Source: an optimization exercise on an open RTL-to-GDS flow (aim: small area, a short achievable clock period and few clock cycles per item). Production flows keep margins and buffers that such runs may drop. The RTL was checked by simulation tests, not by an equivalence proof against the original design. No activity file was given, so power comes from the tool's default toggle rates.

==> wip/pepper <==
## net_proc
module net_proc (
    input logic clk,
    input logic start,
    output logic done,
    output logic [3:0] max_idx_10,
    input logic ext_mem_rst,
    input logic ext_mem_we,
    input logic [7:0] ext_mem_wdata,
    output logic [12:0] inst_addr,
    input logic [237:0] inst_data,
    output logic res_valid,
    output logic [7:0] res_data
);
    logic       we_q;
    logic [7:0] px_q;
    always_ff @(posedge clk) begin
        we_q <= ext_mem_we;
        px_q <= ext_mem_wdata;
    end
    logic [4:0] wp_j, wp_j_n;     
    logic [4:0] wp_ch, wp_ch_n;   
    logic       res1_wr;          
    logic [8:0] res1_hd;          
    logic       load_done;
    always_comb begin
        wp_j_n = wp_j;
        wp_ch_n = wp_ch;
        if (ext_mem_rst) begin
            wp_j_n = 0;
            wp_ch_n = 0;
        end else if (we_q) begin
            if (wp_j == 26) begin
                wp_j_n = 0;
                wp_ch_n = wp_ch + 1;
            end else begin
                wp_j_n = wp_j + 1;
            end
        end
    end
    always_ff @(posedge clk) begin
        wp_j <= wp_j_n;
        wp_ch <= wp_ch_n;
        if (ext_mem_rst) load_done <= 1'b0;
        else if (we_q && wp_ch == 29) load_done <= 1'b1;
    end
    logic [26:0] wp_oh, rs_oh;
    logic [3:0] pk_oh;          
    logic [4:0] rk_oh;          
    always_ff @(posedge clk) begin
        for (int j = 0; j < 27; j++) wp_oh[j] <= (wp_j_n == j);
        for (int k = 0; k < 4; k++) pk_oh[k] <= (wp_ch_n[1:0] == k);
        if (ext_mem_rst) begin
            rs_oh <= 27'd1;
            rk_oh <= 5'd1;
        end else if (res1_wr) begin
            rs_oh <= {rs_oh[25:0], rs_oh[26]};
            if (rs_oh[26]) rk_oh <= {rk_oh[3:0], rk_oh[4]};
        end
    end
    logic [7:0] p783, p9;
    always_ff @(posedge clk) begin
        if (we_q && wp_ch == 29) p783 <= px_q;
        if (we_q && wp_ch == 0 && wp_j == 9) p9 <= px_q;
    end
    logic [4:0][26:0][8:0] hid;
  ...
==> flow/config.mk <==
export PLATFORM = sky130hd
export DESIGN_NAME = net_proc
export DESIGN_NICKNAME = net_proc
export VERILOG_FILES = /design/flow/design.v
export SDC_FILE = /design/flow/constraint.sdc
export NUM_CORES = 8
export LEC_CHECK = 0
export ABC_AREA = 1
export CAP_MARGIN = 20
export CORE_MARGIN = 2
export CORE_UTILIZATION = 55
export SLEW_MARGIN = 20
export SYNTH_MEMORY_MAX_BITS = 16384
==> flow/constraint.sdc <==
create_clock -name core_clock -period 10.0 [get_ports {clk}]
set_input_delay 2.0000 -clock core_clock [delete_from_list [all_inputs] [get_ports {clk}]]
set_output_delay 2.0000 -clock core_clock [all_outputs]
set_load 0.01 [all_outputs]
standard.sh (not shown) runs the stock make flow with config.mk's settings and CLKGATE_MAP_FILE= SYNTH_SCRIPT=/design/flow/synth_recipe.tcl, a recipe that flattens the netlist after the stock synthesis.
==> flow/flow/run.sh <==
#!/bin/bash
set -euo pipefail
MARGIN=${MARGIN:-6.7}
CTS="-sink_clustering_enable -repair_clock_nets -sink_clustering_size 18 -sink_clustering_max_diameter 50 -sink_clustering_buffer sky130_fd_sc_hd__clkbuf_8 -dont_use_dummy_load"
DONT=$(awk '/^export DONT_USE_CELLS \+=/ {on=1; sub(/^export DONT_USE_CELLS \+=/, "")}
           on {c = ($0 ~ /\\$/); sub(/\\$/, ""); printf "%s ", $0; if (!c) on=0}' \
       "$FLOW_HOME/platforms/$FLOW_PLATFORM/config.mk" | tr -s ' ')
DONT="$DONT sky130_fd_sc_hd__clkinvlp_2 sky130_fd_sc_hd__clkinvlp_4"
W=$(pwd)
R=$W/orfs/results/$FLOW_PLATFORM/net_proc/base
bash standard.sh "$R/1_2_yosys.v" > "$W/synth.log" 2>&1
cp "$R/1_2_yosys.v" "$W/1_2_yosys.std.v"
python3 flow/fapol.py "$W/1_2_yosys.std.v" "$W/1_2_yosys.pol.v" > "$W/fapol.log" 2>&1
cp "$W/1_2_yosys.pol.v" "$R/1_2_yosys.v"
echo "DONT_USE_CELLS=$DONT" > "$W/dont_use.log"
bash standard.sh "SETUP_SLACK_MARGIN=$MARGIN" "CTS_ARGS=$CTS" "DONT_USE_CELLS=$DONT" \
    "BUFFER_PORTS_ARGS=-buffer_cell sky130_fd_sc_hd__buf_4" finish > "$W/finish.log" 2>&1
Other scripts of this flow, unchanged in this note and not shown: flow/flow/fapol.py
==> wip/harbor (differences from wip/pepper) <==
--- a/flow/design.v
+++ b/flow/design.v
@@ -9289,20 +9289,20 @@
         for (int j = 0; j < 27; j++)
             inj_q[j] <= inj_active && !ext_mem_rst &&
                         ((dq == 1) || (dq == 2) || (dq == 3) ||
                          (dq == 0 && lt_wp[j]) || (dq == 4 && gt_wp[j]));
     end
-    logic [3:0] phb_oh;         
-    always_ff @(posedge clk) begin
-        for (int k = 0; k < 4; k++)
-            phb_oh[k] <= ext_mem_rst ? (k == 0) : (ph_n1[1:0] == k);
-    end
     logic [26:0][7:0] hidB;      
     always_comb begin
-        for (int j = 0; j < 27; j++)
-            hidB[j] = ({8{phb_oh[0]}} & hid[0][j][7:0]) | ({8{phb_oh[1]}} & hid[1][j][7:0]) |
-                      ({8{phb_oh[2]}} & hid[2][j][7:0]) | ({8{phb_oh[3]}} & hid[3][j][7:0]);
+        for (int j = 0; j < 27; j++) begin
+            case (ph[1:0])
+                2'd0: hidB[j] = hid[0][j][7:0];
+                2'd1: hidB[j] = hid[1][j][7:0];
+                2'd2: hidB[j] = hid[2][j][7:0];
+                default: hidB[j] = hid[3][j][7:0];
+            endcase
+        end
     end
     always_ff @(posedge clk) begin
         for (int s = 0; s < 28; s++) ring[s] <= ring[s+1];
         for (int j = 0; j < 27; j++)
             ring[28][j] <= inj_q[j] ? hidB[j] : ring[0][j];
--- a/flow/flow/run.sh
+++ b/flow/flow/run.sh
@@ -1,8 +1,8 @@
 #!/bin/bash
 set -euo pipefail
-MARGIN=${MARGIN:-6.7}
+MARGIN=${MARGIN:-6.5}
 CTS="-sink_clustering_enable -repair_clock_nets -sink_clustering_size 18 -sink_clustering_max_diameter 50 -sink_clustering_buffer sky130_fd_sc_hd__clkbuf_8 -dont_use_dummy_load"
 DONT=$(awk '/^export DONT_USE_CELLS \+=/ {on=1; sub(/^export DONT_USE_CELLS \+=/, "")}
            on {c = ($0 ~ /\\$/); sub(/\\$/, ""); printf "%s ", $0; if (!c) on=0}' \
        "$FLOW_HOME/platforms/$FLOW_PLATFORM/config.mk" | tr -s ' ')
 DONT="$DONT sky130_fd_sc_hd__clkinvlp_2 sky130_fd_sc_hd__clkinvlp_4"
--- a/flow/config.mk
+++ b/flow/config.mk
@@ -6,8 +6,8 @@
 export NUM_CORES = 8
 export LEC_CHECK = 0
 export ABC_AREA = 1
 export CAP_MARGIN = 20
 export CORE_MARGIN = 2
-export CORE_UTILIZATION = 55
+export CORE_UTILIZATION = 40
 export SLEW_MARGIN = 20
 export SYNTH_MEMORY_MAX_BITS = 16384
==> wip/umber (differences from wip/pepper) <==
--- a/flow/design.v
+++ b/flow/design.v
@@ -9223,41 +9223,41 @@
         wp_ch <= wp_ch_n;
         if (ext_mem_rst) load_done <= 1'b0;
         else if (we_q && wp_ch == 29) load_done <= 1'b1;
     end
     logic [26:0] wp_oh, rs_oh;
-    logic [3:0] pk_oh;          
-    logic [4:0] rk_oh;          
+    logic [2:0] rs_ch;
     always_ff @(posedge clk) begin
         for (int j = 0; j < 27; j++) wp_oh[j] <= (wp_j_n == j);
-        for (int k = 0; k < 4; k++) pk_oh[k] <= (wp_ch_n[1:0] == k);
         if (ext_mem_rst) begin
             rs_oh <= 27'd1;
-            rk_oh <= 5'd1;
+            rs_ch <= 3'd0;
         end else if (res1_wr) begin
             rs_oh <= {rs_oh[25:0], rs_oh[26]};
-            if (rs_oh[26]) rk_oh <= {rk_oh[3:0], rk_oh[4]};
+            if (rs_oh[26]) rs_ch <= rs_ch + 3'd1;
         end
     end
     logic [7:0] p783, p9;
     always_ff @(posedge clk) begin
         if (we_q && wp_ch == 29) p783 <= px_q;
         if (we_q && wp_ch == 0 && wp_j == 9) p9 <= px_q;
     end
     logic [4:0][26:0][8:0] hid;
+    logic       hw_v;
+    logic [2:0] hw_k;
     logic [8:0] hw_d;
-    logic [4:0] hw_row;
-    logic [26:0] hw_col;
-    assign hw_row = ({5{we_q}} & {1'b0, pk_oh}) | ({5{res1_wr}} & rk_oh);
-    assign hw_col = ({27{we_q}} & wp_oh) | ({27{res1_wr}} & rs_oh);
+    logic [26:0] hw_oh;
+    assign hw_v = we_q || res1_wr;
+    assign hw_k = we_q ? {1'b0, wp_ch[1:0]} : rs_ch;
+    assign hw_oh = we_q ? wp_oh : rs_oh;
     assign hw_d = we_q ? {1'b0, px_q} : res1_hd;
     generate
         for (genvar k = 0; k < 5; k++) begin : g_hk
             for (genvar j = 0; j < 27; j++) begin : g_hj
                 if (k < 4 || j < 20) begin : g_cell
                     always_ff @(posedge clk)
-                        if (hw_row[k] && hw_col[j]) hid[k][j] <= hw_d;
+                        if (hw_v && hw_k == k && hw_oh[j]) hid[k][j] <= hw_d;
                 end else begin : g_none
                     assign hid[k][j] = '0;
                 end
             end
         end
@@ -9289,20 +9289,20 @@
         for (int j = 0; j < 27; j++)
             inj_q[j] <= inj_active && !ext_mem_rst &&
                         ((dq == 1) || (dq == 2) || (dq == 3) ||
                          (dq == 0 && lt_wp[j]) || (dq == 4 && gt_wp[j]));
     end
-    logic [3:0] phb_oh;         
-    always_ff @(posedge clk) begin
-        for (int k = 0; k < 4; k++)
-            phb_oh[k] <= ext_mem_rst ? (k == 0) : (ph_n1[1:0] == k);
-    end
     logic [26:0][7:0] hidB;      
     always_comb begin
-        for (int j = 0; j < 27; j++)
-            hidB[j] = ({8{phb_oh[0]}} & hid[0][j][7:0]) | ({8{phb_oh[1]}} & hid[1][j][7:0]) |
-                      ({8{phb_oh[2]}} & hid[2][j][7:0]) | ({8{phb_oh[3]}} & hid[3][j][7:0]);
+        for (int j = 0; j < 27; j++) begin
+            case (ph[1:0])
+                2'd0: hidB[j] = hid[0][j][7:0];
+                2'd1: hidB[j] = hid[1][j][7:0];
+                2'd2: hidB[j] = hid[2][j][7:0];
+                default: hidB[j] = hid[3][j][7:0];
+            endcase
+        end
     end
     always_ff @(posedge clk) begin
         for (int s = 0; s < 28; s++) ring[s] <= ring[s+1];
         for (int j = 0; j < 27; j++)
             ring[28][j] <= inj_q[j] ? hidB[j] : ring[0][j];
==> flow/flow/run.sh (replaced) <==
#!/bin/bash
set -euo pipefail
MARGIN=${MARGIN:-6.3}
CTS="-sink_clustering_enable -repair_clock_nets -sink_clustering_size 18 -sink_clustering_max_diameter 50 -sink_clustering_buffer sky130_fd_sc_hd__clkbuf_8 -dont_use_dummy_load"
DONT=$(awk '/^export DONT_USE_CELLS \+=/ {on=1; sub(/^export DONT_USE_CELLS \+=/, "")}
           on {c = ($0 ~ /\\$/); sub(/\\$/, ""); printf "%s ", $0; if (!c) on=0}' \
       "$FLOW_HOME/platforms/$FLOW_PLATFORM/config.mk" | tr -s ' ')
DONT="$DONT sky130_fd_sc_hd__clkinvlp_2 sky130_fd_sc_hd__clkinvlp_4"
W=$(pwd)
R=$W/orfs/results/$FLOW_PLATFORM/net_proc/base
bash standard.sh "$R/1_2_yosys.v" > "$W/synth.log" 2>&1
cp "$R/1_2_yosys.v" "$W/1_2_yosys.std.v"
python3 flow/fapol.py "$W/1_2_yosys.std.v" "$W/1_2_yosys.pol.v" > "$W/fapol.log" 2>&1
cp "$W/1_2_yosys.pol.v" "$R/1_2_yosys.v"
echo "DONT_USE_CELLS=$DONT" > "$W/dont_use.log"
bash standard.sh "SETUP_SLACK_MARGIN=$MARGIN" "CTS_ARGS=$CTS" "DONT_USE_CELLS=$DONT" finish > "$W/finish.log" 2>&1
==> flow/config.mk (replaced) <==
export PLATFORM = sky130hd
export DESIGN_NAME = net_proc
export DESIGN_NICKNAME = net_proc
export VERILOG_FILES = /design/flow/design.v
export SDC_FILE = /design/flow/constraint.sdc
export NUM_CORES = 8
export LEC_CHECK = 0
export CAP_MARGIN = 20
export CORE_MARGIN = 2
export CORE_UTILIZATION = 40
export SLEW_MARGIN = 20
export SYNTH_MEMORY_MAX_BITS = 16384
==> wip/delta (differences from wip/pepper) <==
--- a/flow/design.v
+++ b/flow/design.v
@@ -9289,20 +9289,20 @@
         for (int j = 0; j < 27; j++)
             inj_q[j] <= inj_active && !ext_mem_rst &&
                         ((dq == 1) || (dq == 2) || (dq == 3) ||
                          (dq == 0 && lt_wp[j]) || (dq == 4 && gt_wp[j]));
     end
-    logic [3:0] phb_oh;         
-    always_ff @(posedge clk) begin
-        for (int k = 0; k < 4; k++)
-            phb_oh[k] <= ext_mem_rst ? (k == 0) : (ph_n1[1:0] == k);
-    end
     logic [26:0][7:0] hidB;      
     always_comb begin
-        for (int j = 0; j < 27; j++)
-            hidB[j] = ({8{phb_oh[0]}} & hid[0][j][7:0]) | ({8{phb_oh[1]}} & hid[1][j][7:0]) |
-                      ({8{phb_oh[2]}} & hid[2][j][7:0]) | ({8{phb_oh[3]}} & hid[3][j][7:0]);
+        for (int j = 0; j < 27; j++) begin
+            case (ph[1:0])
+                2'd0: hidB[j] = hid[0][j][7:0];
+                2'd1: hidB[j] = hid[1][j][7:0];
+                2'd2: hidB[j] = hid[2][j][7:0];
+                default: hidB[j] = hid[3][j][7:0];
+            endcase
+        end
     end
     always_ff @(posedge clk) begin
         for (int s = 0; s < 28; s++) ring[s] <= ring[s+1];
         for (int j = 0; j < 27; j++)
             ring[28][j] <= inj_q[j] ? hidB[j] : ring[0][j];
--- a/flow/flow/run.sh
+++ b/flow/flow/run.sh
@@ -1,8 +1,8 @@
 #!/bin/bash
 set -euo pipefail
-MARGIN=${MARGIN:-6.7}
+MARGIN=${MARGIN:-6.3}
 CTS="-sink_clustering_enable -repair_clock_nets -sink_clustering_size 18 -sink_clustering_max_diameter 50 -sink_clustering_buffer sky130_fd_sc_hd__clkbuf_8 -dont_use_dummy_load"
 DONT=$(awk '/^export DONT_USE_CELLS \+=/ {on=1; sub(/^export DONT_USE_CELLS \+=/, "")}
            on {c = ($0 ~ /\\$/); sub(/\\$/, ""); printf "%s ", $0; if (!c) on=0}' \
        "$FLOW_HOME/platforms/$FLOW_PLATFORM/config.mk" | tr -s ' ')
 DONT="$DONT sky130_fd_sc_hd__clkinvlp_2 sky130_fd_sc_hd__clkinvlp_4"
==> flow/config.mk (replaced) <==
export PLATFORM = sky130hd
export DESIGN_NAME = net_proc
export DESIGN_NICKNAME = net_proc
export VERILOG_FILES = /design/flow/design.v
export SDC_FILE = /design/flow/constraint.sdc
export NUM_CORES = 8
export LEC_CHECK = 0
export CAP_MARGIN = 20
export CORE_MARGIN = 2
export CORE_UTILIZATION = 40
export SLEW_MARGIN = 20
export SYNTH_MEMORY_MAX_BITS = 16384
==> results.yml <==
clocking:
  cts_buffers: 701
global_routing:
  antenna_found_initial: 245
  grt_pass1_vias: 163000
final_layout:
  inverters: 865
power:
  pwr.group.clock_mw: 17.9
run_status:
  status: "timing/DRC/antenna clean"
setup_path:
  path_class: "reg2reg"
  worstPathArrival_ns: 4.49
That was wip/umber.
==> results.yml <==
power:
  pwr.group.clock_mw: 17.9
clocking:
  cts_buffers: 699
global_routing:
  grt_pass1_vias: 165000
  antenna_found_initial: 230
run_status:
  status: "timing/DRC/antenna clean"
setup_path:
  worstPathArrival_ns: 4.77
That was wip/delta.
==> results.yml <==
run_status:
  status: "finished with violations"
  failed_checks: "antenna violations"
power:
  pwr.group.clock_mw: 18.0
detailed_routing:
  ant_nets: 1
global_routing:
  grt_pass1_vias: 160000
setup_path:
  path_class: "reg2reg"
That was wip/harbor.
==> results.yml <==
run_status:
  status: "timing/DRC/antenna clean"
power:
  p_per_area_nw_per_um2: 379
  pwr.group.clock_mw: 17.9
final_layout:
  inverters: 2145
setup_path:
  crit_start: "inst_addr[0]"
  worstPathArrival_ns: 1.54
  path_class: "reg2out"
clocking:
  cts_buffers: 707
global_routing:
  grt_pass1_vias: 159000
  antenna_found_initial: 172
That was wip/pepper.
Testbench counts of wip/pepper, summed over its fixed seeds: cycles 47,556, inferences 12.
Testbench counts of wip/harbor, summed over its fixed seeds: cycles 47,556, inferences 12.
Testbench counts of wip/umber, summed over its fixed seeds: cycles 47,556, inferences 12.
Testbench counts of wip/delta, summed over its fixed seeds: cycles 47,556, inferences 12.

[static timing again, ports no longer ideal]
Ports are ideal in the flow. The routed layouts listed here were re-timed in OpenROAD. Step 1: set_driving_cell puts a clkbuf_16 on clk and a buf_2 on each other input, an assumption about the parent block. Step 2 also shifts input and output timing later by t, the mid clock arrival at the registers, as if the neighbouring blocks saw the same clock. a / b / c = no drivers / after step 1 / after step 2; a / b = the first two.
| run | t, ns | setup slack, ns | worst hold slack (ns) | worst setup path after step 2 | worst slew at a driven data input, ns |
|---|---|---|---|---|---|
| wip/pepper | 1.165 | 6.461 / 6.336 / 5.213 | 0.244 / 0.244 / 0.244 | input to register | 0.46 |
| wip/harbor | 1.212 | 6.256 / 6.245 / 5.045 | 0.218 / 0.218 / 0.218 | input to register | 0.43 |
| wip/umber | 1.222 | 6.238 / 6.079 / 4.857 | 0.230 / 0.230 / 0.230 | input to register | 0.40 |
| wip/delta | 1.248 | 6.286 / 6.056 / 4.809 | 0.251 / 0.251 / 0.251 | input to register | 0.47 |
For wip/delta, which loses most, drivers alone change the setup slack by -0.230 ns; drivers and shift together by -1.477 ns.
